From an optimization exercise on the open Yosys and OpenROAD flow, aimed at small area and a short achievable clock period; shortcuts taken in it are not production practice.
The RTL was checked by simulation tests, not by an equivalence proof against the original design.

==> flow/design.v <==
module mul (
	clk,
	reset,
	is_signed,
	is_high,
	go,
	is_mulw,
	src_A,
	src_B,
	rob_ptr_in,
	prf_ptr_in,
	y,
	complete,
	rob_ptr_out,
	prf_ptr_val_out,
	prf_ptr_out
);
	input wire clk;
	input wire reset;
	input wire is_signed;
	input wire is_high;
	input wire go;
	input wire is_mulw;
	input wire [63:0] src_A;
	input wire [63:0] src_B;
	input wire [4:0] rob_ptr_in;
	input wire [6:0] prf_ptr_in;
	output reg [63:0] y;
	output wire complete;
	output wire [4:0] rob_ptr_out;
	output wire prf_ptr_val_out;
	output wire [6:0] prf_ptr_out;
	reg [3:0] r_is_high;
	reg [3:0] r_is_mulw;
	reg [3:0] r_complete;
	reg [3:0] r_gpr_val;
	reg [6:0] r_gpr_ptr [3:0];
	reg [4:0] r_rob_ptr [3:0];
	assign complete = r_complete[3];
	assign rob_ptr_out = r_rob_ptr[3];
	assign prf_ptr_val_out = r_gpr_val[3];
	assign prf_ptr_out = r_gpr_ptr[3];
	reg [127:0] t_mul;
	reg [127:0] r_mul [3:0];
	wire signed [64:0] w_ext_A = {is_signed & src_A[63], src_A};
	wire signed [64:0] w_ext_B = {is_signed & src_B[63], src_B};
	wire signed [129:0] w_prod = w_ext_A * w_ext_B;
	wire [63:0] w_mulw = {{32 {r_mul[3][31]}}, r_mul[3][31:0]};
	always @(*) begin
		t_mul = w_prod[127:0];
		if (r_is_high[3])
			y = r_mul[3][127:64];
		else
			y = (r_is_mulw[3] ? w_mulw : r_mul[3][63:0]);
	end
	always @(posedge clk) begin
		r_mul[0] <= t_mul;
		begin : sv2v_autoblock_1
			integer i;
			for (i = 1; i <= 3; i = i + 1)
				r_mul[i] <= r_mul[i - 1];
		end
	end
	always @(posedge clk)
		if (reset) begin
			begin : sv2v_autoblock_2
				integer i;
				for (i = 0; i <= 3; i = i + 1)
					begin
						r_rob_ptr[i] <= 'd0;
						r_gpr_ptr[i] <= 'd0;
					end
			end
			r_complete <= 'd0;
			r_gpr_val <= 'd0;
			r_is_high <= 'd0;
			r_is_mulw <= 'd0;
		end
		else begin : sv2v_autoblock_3
			integer i;
			for (i = 0; i <= 3; i = i + 1)
				if (i == 0) begin
					r_complete[0] <= go;
					r_is_high[0] <= is_high;
					r_rob_ptr[0] <= rob_ptr_in;
					r_gpr_val[0] <= go;
					r_gpr_ptr[0] <= prf_ptr_in;
					r_is_mulw[0] <= is_mulw;
				end
				else begin
					r_complete[i] <= r_complete[i - 1];
					r_is_high[i] <= r_is_high[i - 1];
					r_rob_ptr[i] <= r_rob_ptr[i - 1];
					r_gpr_val[i] <= r_gpr_val[i - 1];
					r_gpr_ptr[i] <= r_gpr_ptr[i - 1];
					r_is_mulw[i] <= r_is_mulw[i - 1];
				end
		end
endmodule
==> flow/run.sh <==
#!/bin/bash
# synth_recipe.tcl (not shown) runs the flow's synth.tcl, then flattens the netlist and writes it again
# the make line also repeats each setting of config.mk as NAME=value (left out here)
make -C /OpenROAD-flow-scripts/flow DESIGN_CONFIG=/design/flow/config.mk WORK_HOME=/design/flow/orfs CLKGATE_MAP_FILE= SYNTH_SCRIPT=/design/flow/synth_recipe.tcl finish
==> flow/config.mk <==
export PLATFORM = sky130hd
export DESIGN_NAME = mul
export DESIGN_NICKNAME = mul
export VERILOG_FILES = /design/flow/design.v
export SDC_FILE = /design/flow/constraint.sdc
export NUM_CORES = 4
export LEC_CHECK = 0
export ABC_CLOCK_PERIOD_IN_PS = 7000
export CAP_MARGIN = 20
export CORE_MARGIN = 2
export CORE_UTILIZATION = 40
export SETUP_SLACK_MARGIN = 3
export SLEW_MARGIN = 20
export TNS_END_PERCENT = 20
==> flow/constraint.sdc <==
create_clock -name core_clock -period 11.5 [get_ports {clk}]
set_input_delay 2.3000 -clock core_clock [delete_from_list [all_inputs] [get_ports {clk}]]
set_output_delay 2.3000 -clock core_clock [all_outputs]
set_load 0.01 [all_outputs]
==> results.toml <==
[logic_synthesis]
synthesis.nets = 21100
syn_avg_cell_area_um2 = 9.51
synth.area.top_cells = "fa_1 (59%), inv_1 (10%), dfxtp_1 (7.5%)"
syn_area_um2 = 152000
synth_area_leader_cell = "fa_1"
ys_types = 71
synthArstFlopShare_pct = 0
ys_warn_count = 4
netlist.area_leader.share_pct = 58.7
synth_flop_cell = "dfxtp_1"
synth_edf_count = 0
synth_seq_cells = 572
yosysSeqAreaShare_pct = 7.52
synthCells = 16000

[setup_path]
reg2reg_depth = 1
arrival_ns = 11.35
startpoint_type = "input port"
crit_start = "src_B[29]"
path_max_fanout = 11
cpPeakStageDelay_ns = 0.63
crit_top_cell = "fa_1"
required_ns = 12.01
cp-endpoint = "r_mul[0][126]"
r2r-start = "r_is_mulw[2]"
r2r_slack_ns = 10.90
worst-setup-path-type = "input port to flop"
path_delay_family = "adder cells"
r2r_end = "r_is_mulw[3]"
endpoint_kind = "flop"
path_buf_inv = 11
crit_slowest_cell = "fa_2"
worst-path-stages = 35

[grt]
antenna_found_initial = 54
grtUsageTotal_pct = 27.7
grt_pass1_vias = 119000
grt_max_degree = 66
overflow = 0
grt_pass1_wl_um = 791000

[route]
via_count = 111000
drt_iter0_markers = 9701
drc_errors = 0
drtPass1Iterations = 5
routed_wirelength_um = 543000
via_per_inst = 5.07
drtAntennaViolNets = 0
wl_per_cell_um = 24.9

[timing]
fmax_ghz = 0.0922
holdWs_ns = 0.281
hold_viol = 0
max_slew.worst_pin.slew_ns = 0.990
slew_headroom_pct = 33.9
skew_ns = 0.0456
period_needed_ns = 10.84
finalCritPeriodShare_pct = 94.3
slew_violations = 0
rsz0062_at_grt = "true"
setup_violations = 0

[cells_and_area]
fin_cells = 21900
num-fill-cells = 35600
drive_gt1_share_pct = 13.8
area.growth.synth_to_final_pct = 16.5
nNetsFinal = 21800
finalCoreUtilization_pct = 46.8

[floorplanning]
pin_count = 224
coreArea_um2 = 379000
die_w_um = 621
floorplan.rows = 226
start_util_pct = 40.2
die_h_um = 621
dieArea_um2 = 386000

[flow_run]
cap_viol_max_count = 0

[cts]
path_clk_slew_ns = 0.06
cts_root_buf = "clkbuf_16"
cts_hold_buffers = 0
cts_buffer_depth = 3
worstSkewPairLatency_ns = 0.62
ctsHtreeMaxLevel = 2
cts_tree = "built"
numCtsBuffers = 54
cts_sinks = 572

[run_status]
status = "finished clean"

[place]
placedCellCount = 21500
numPortBuffers = 223
detailed_place_hpwl_um = 444000
gp_congestion = 0.968

[hold_path]
hp-class = "flop to flop"
## placed cells by master (no fill, tap or decap), types with 43 or more instances in the layout
| cell type | n |
|---|---|
| a21o_1 | 75 |
| a21oi_1 | 144 |
| a21oi_2 | 48 |
| and2_1 | 1367 |
| buf_12 | 279 |
| buf_16 | 45 |
| buf_2 | 84 |
| buf_4 | 1028 |
| buf_6 | 108 |
| clkbuf_16 | 80 |
| clkdlybuf4s50_1 | 93 |
| dfxtp_1 | 571 |
| fa_1 | 4268 |
| fa_2 | 200 |
| ha_1 | 391 |
| ha_4 | 51 |
| inv_1 | 4069 |
| inv_2 | 88 |
| nand2_1 | 2867 |
| nand4_1 | 43 |
| nor2_1 | 126 |
| nor2b_1 | 73 |
| o21ai_0 | 71 |
| xnor2_1 | 95 |
| xor2_1 | 44 |
## cell families after synthesis
| logic type | count (synthesis) | synth area share (%) |
|---|---|---|
| AO/OA/AOI/OAI | 517 | 2.13 |
| XOR/XNOR | 149 | 0.857 |
| adder cells (fa/ha/maj) | 4913 | 62.4 |
| buffers and inverters | 5153 | 12.7 |
| flip-flops | 572 | 7.52 |
| multiplexers | 33 | 0.243 |
| AND/OR/NAND/NOR | 4675 | 14.2 |
## cell usage after synthesis, drive strengths merged (4+ instances only)
cell type / number
fa: 4468
inv: 4161
nand2: 2910
and2: 1373
clkbuf: 968
dfxtp: 572
ha: 445
a21oi: 205
nor2: 138
o21ai: 115
xnor2: 99
a21o: 77
nor2b: 73
xor2: 50
and3: 46
nand4: 43
mux2: 32
o21bai: 27
nand3: 26
buf: 24
nor3: 17
or2: 15
a31oi: 11
nand2b: 9
o211ai: 8
o31ai: 8
a211oi: 7
a21boi: 7
and4: 7
o21a: 7
or3: 7
a41oi: 6
a31o: 5
a221oi: 4
## worst min-delay path by stage
| stage | from | endpoint | slack (ns) | cells past startpoint |
|---|---|---|---|---|
| after detailed placement | r_mul[0][33] | r_mul[1][33] | 0.31 | 0 |
| after global routing | r_mul[0][26] | r_mul[1][26] | 0.28 | 0 |
| after CTS | r_mul[2][30] | r_mul[3][30] | 0.27 | 0 |
| after global placement | r_mul[2][30] | r_mul[3][30] | 0.31 | 0 |
| after floorplan | r_mul[0][0] | r_mul[1][0] | 0.31 | 0 |
| final | r_mul[2][30] | r_mul[3][30] | 0.28 | 0 |
## per-layer routing
metal / part of all wire, % / vias up / GRT usage (%)
met5: 0.042 / - / 0
met4: 5.0 / 22 / 10.7
met3: 12 / 775 / 7.28
met2: 42 / 5411 / 41.1
met1: 41 / 58700 / 38.9
li1: - / 46000 / -
## registers in the layout, indices dropped and copies added (netlist names)
| name | cells |
|---|---|
| r_complete | 4 |
| r_gpr_ptr | 28 |
| r_is_high | 4 |
| r_is_mulw | 4 |
| r_mul | 512 |
| r_rob_ptr | 20 |
## stage by stage
step / worst slack (ns) / area (µm²) / setup TNS [ns]
after CTS: 0.706 / 174000 / 0
after detailed placement: -0.584 / 169000 / -6.43
after floorplan: -0.352 / 153000 / -0.886
final: 0.657 / 177000 / 0
after global routing: 0.468 / 177000 / 0
after global placement: -0.542 / 169000 / -5.44
## repair_timing
action                     4_1_cts  5_1_grt
hold endpoints to repair         0        0
gates resized for setup        302      591
setup endpoints to repair      112      113
buffers inserted                84       92
gates cloned                    11       25
pin swaps                      108      403
## final cells by class
class | instances | area (µm²) | share of cell area, %
Timing Repair Buffer | 1699 | 18300 | 10.3
Sequential cell | 572 | 11500 | 6.45
Tap cell | 5016 | 6280 | 3.54
Multi-Input combinational cell | 10300 | 124000 | 69.8
Antenna cell | 29 | 72.6 | 0.0409
Inverter | 4161 | 15600 | 8.81
Clock inverter | 28 | 345 | 0.195
Clock buffer | 72 | 1510 | 0.851

## re-timing with driven ports
No port has a modelled driver above. Below, the same layout with a new extraction and two added sets of constraints.
Step 1, drivers: a clkbuf_16 drives clk and a buf_2 each remaining input, both assumed.
Step 2 moves the port delays by t, midway between the first and last clock arrival at a register: inputs arrive t later, outputs are due t later. That takes back most of the time a late clock gives input paths.
Slacks: ideal / step 1 / step 2; pairs: ideal / step 1.
t, ns: 0.695
setup WS [ns]: 0.657 / 0.629 / -0.066
worst hold slack (ns): 0.281 / 0.281 / 0.281
worst slew at a driven data input, ns: 0.18
Met with ideal ports but missed after step 2: setup timing in this run. For this run, drivers alone change the setup slack by -0.028 ns; drivers and shift together by -0.723 ns.
